From an optimization exercise on the open Yosys and OpenROAD flow, aimed at small area, a short achievable clock period and few clock cycles per item; shortcuts taken in it are not production practice. Function was checked by simulation only, so behaviour that the tests miss may differ from the original.

// melendez_mult
module melendez_mult (rst, clk, multiplier, multiplicand, product, done);
  input rst, clk;
  input [31:0] multiplier, multiplicand;
  output [63:0] product;
  output done;
  reg [1:0] cnt;                
  reg done_q;                   
  reg first_q;                  
  reg [8:0] dig_q;              
  reg [32:0] s_q;           
  reg [32:0] c_q;           
  reg [7:0] pa_q, pb_q;         
  reg neg3_q;                   
  reg [23:0] lo_q;              
  assign done = done_q;
  wire [8:0] dig = first_q ? {multiplier[8:1], 1'b0} : dig_q;
  reg [8:0] dig_next;
  always @(*)
    case (cnt)
      2'd0: dig_next = multiplier[16:8];
      2'd1: dig_next = multiplier[24:16];
      2'd2: dig_next = {1'b0, multiplier[31:24]};
      default: dig_next = 9'd0;
    endcase
  wire [3:0] one, two, neg, negn;
  wire [32:0] a_ext = {1'b0, multiplicand};
  wire [32:0] a_sh = {multiplicand, 1'b0};
  assign one[0] = dig[1] ^ dig[0];
  ...
export LEC_CHECK = 0
export CAP_MARGIN = 20
export CORE_MARGIN = 2
export CORE_UTILIZATION = 40
export SETUP_SLACK_MARGIN = 1.25
export SLEW_MARGIN = 20
export SYNTH_HIERARCHICAL = 1
export SYNTH_MINIMUM_KEEP_SIZE = 0
create_clock -name core_clock -period 5.0 [get_ports {clk}]
standard.sh (not shown) runs the stock make flow with config.mk's settings and CLKGATE_MAP_FILE= SYNTH_SCRIPT=/design/flow/synth_recipe.tcl, a recipe that flattens the netlist after the stock synthesis.
==> flow/flow/run.sh <==
#!/bin/bash
set -euo pipefail
export BUFFER_PORTS_ARGS="-buffer_cell sky130_fd_sc_hd__buf_2"
bash standard.sh synth > flow_synth.log 2>&1
odb=orfs/results/sky130hd/melendez_mult/base/1_synth.odb
openroad -no_init -exit flow/downsize.tcl > flow_downsize.log 2>&1
bash standard.sh > flow_layout.log 2>&1
==> flow/flow/downsize.tcl <==
# Set every logic gate of the synthesized netlist to the smallest drive strength of
# its family (flip-flops, adders, buffers, inverters and tie cells are left alone).
set odb orfs/results/sky130hd/melendez_mult/base/1_synth.odb
read_db $odb
set db [ord::get_db]
set block [ord::get_db_block]
set n 0
set before 0.0
set after 0.0
foreach inst [$block getInsts] {
  set m [$inst getMaster]
  set name [$m getName]
  if {![regexp {^(sky130_fd_sc_hd__([a-z0-9]+))_([0-9]+)$} $name -> base fam drive]} { continue }
  if {[regexp {^(buf|inv|clkbuf|clkinv|clkinvlp|dfxtp|edfxtp|dfxbp|dfrtp|dfstp|fa|ha|conb|dlygate|clkdlybuf|dlymetal|bufbuf|lpflow|tap|fill|decap|mux2i|mux2)} $fam]} { continue }
  set best ""
  foreach d {1 0} {
    set cand [$db findMaster ${base}_$d]
    if {$cand != "NULL"} { set best $cand; break }
  }
  if {$best == "" || [$best getName] == $name} { continue }
  set before [expr {$before + [$m getWidth] * [$m getHeight] / 1e6}]
  set after [expr {$after + [$best getWidth] * [$best getHeight] / 1e6}]
  if {[$inst swapMaster $best]} { incr n }
}
puts "downsized $n instances: area $before -> $after um2"
write_db $odb
The starting point completed without violations.
Testbench counts at the start, summed over its fixed seeds: cycles 2,296, products 384.
Change:
SETUP_SLACK_MARGIN = 1.0   (was 1.25)
=> Final cell count goes down slightly. Design area went down by a few percent. Worst setup slack degrades by 0.19 ns. Hold slack improves by 0.021 ns. Non-clock buffer count is lower by 18. Die area stays the same. Clock skew stays flat. Core utilization falls by 3.5 points.
Change:
==> flow/flow/run.sh (replaced) <==
#!/bin/bash
set -euo pipefail
export BUFFER_PORTS_ARGS="-buffer_cell sky130_fd_sc_hd__buf_2"
bash standard.sh > standard_flow.log 2>&1
ABC_AREA = 1   (was unset)
SETUP_SLACK_MARGIN = 1.25   (was 1.0)
removed: flow/flow/downsize.tcl
=> The new run ran to the end with no violations. Core utilization goes up by 1.4 points. Via count goes up by well over a third. Flip-flop and latch count stays the same. Register-to-register slack is better by 0.17 ns. Synthesized cell count goes up by well over a third.
Change:
ABC_AREA = unset   (was 1)
Outcome: Wire length drops by 16%. Clock-buffer cell count does not change. Worst setup slack is worse by 0.023 ns.
Change:
==> flow/flow/run.sh (replaced) <==
#!/bin/bash
set -euo pipefail
export BUFFER_PORTS_ARGS="-buffer_cell sky130_fd_sc_hd__buf_2"
bash standard.sh synth > flow_synth.log 2>&1
odb=orfs/results/sky130hd/melendez_mult/base/1_synth.odb
openroad -no_init -exit flow/downsize.tcl > flow_downsize.log 2>&1
bash standard.sh > flow_layout.log 2>&1
==> flow/flow/downsize.tcl (new file) <==
# Set every logic gate of the synthesized netlist to the smallest drive strength of
# its family (flip-flops, adders, buffers, inverters and tie cells are left alone).
set odb orfs/results/sky130hd/melendez_mult/base/1_synth.odb
read_db $odb
set db [ord::get_db]
set block [ord::get_db_block]
set n 0
set before 0.0
set after 0.0
foreach inst [$block getInsts] {
  set m [$inst getMaster]
  set name [$m getName]
  if {![regexp {^(sky130_fd_sc_hd__([a-z0-9]+))_([0-9]+)$} $name -> base fam drive]} { continue }
  if {[regexp {^(buf|inv|clkbuf|clkinv|clkinvlp|dfxtp|edfxtp|dfxbp|dfrtp|dfstp|fa|ha|conb|dlygate|clkdlybuf|dlymetal|bufbuf|lpflow|tap|fill|decap|mux2i|mux2)} $fam]} { continue }
  set best ""
  foreach d {1 0} {
    set cand [$db findMaster ${base}_$d]
    if {$cand != "NULL"} { set best $cand; break }
  }
  if {$best == "" || [$best getName] == $name} { continue }
  set before [expr {$before + [$m getWidth] * [$m getHeight] / 1e6}]
  set after [expr {$after + [$best getWidth] * [$best getHeight] / 1e6}]
  if {[$inst swapMaster $best]} { incr n }
}
puts "downsized $n instances: area $before -> $after um2"
write_db $odb
CTS_BUF_LIST = sky130_fd_sc_hd__clkbuf_4 sky130_fd_sc_hd__clkbuf_8   (was unset)
SETUP_SLACK_MARGIN = 0.9   (was 1.25)
The new run passed the timing, DRC and antenna checks.
Global-route usage climbs by 0.75 points.
Worst hold slack is better by 0.025 ns.
Die area went down by a little under a tenth.
Utilization goes down by 5.5 points.
Synthesized cell count is unchanged.

[what the ideal ports hide]
The flow's constraints put no driver on any port. The routed layouts listed below were extracted and timed again, unchanged, in two steps. Step 1 assumes that a clkbuf_16 drives the clock port and a buf_2 every other input. Step 2 also shifts input and output timing later by t, the mid clock arrival at the registers, as if the neighbouring blocks saw the same clock. Slacks: no drivers / after step 1 / after step 2; pairs: no drivers / after step 1.
run	shift t [ns]	setup WS [ns]	worst slew at a driven data input, ns
the first run	0.471	1.239 / 1.191 / 0.829	0.04
the second run	0.474	1.052 / 1.003 / 0.673	0.04
the third run	0.476	1.295 / 1.252 / 0.826	0.05
the fourth run	0.480	1.272 / 1.221 / 0.815	0.07
the fifth run	0.498	0.983 / 0.958 / 0.500	0.04
After both steps setup and hold are still met in every run listed. The setup slack of the fifth run, which loses most, moves by -0.025 ns with the drivers and by -0.483 ns with both steps.
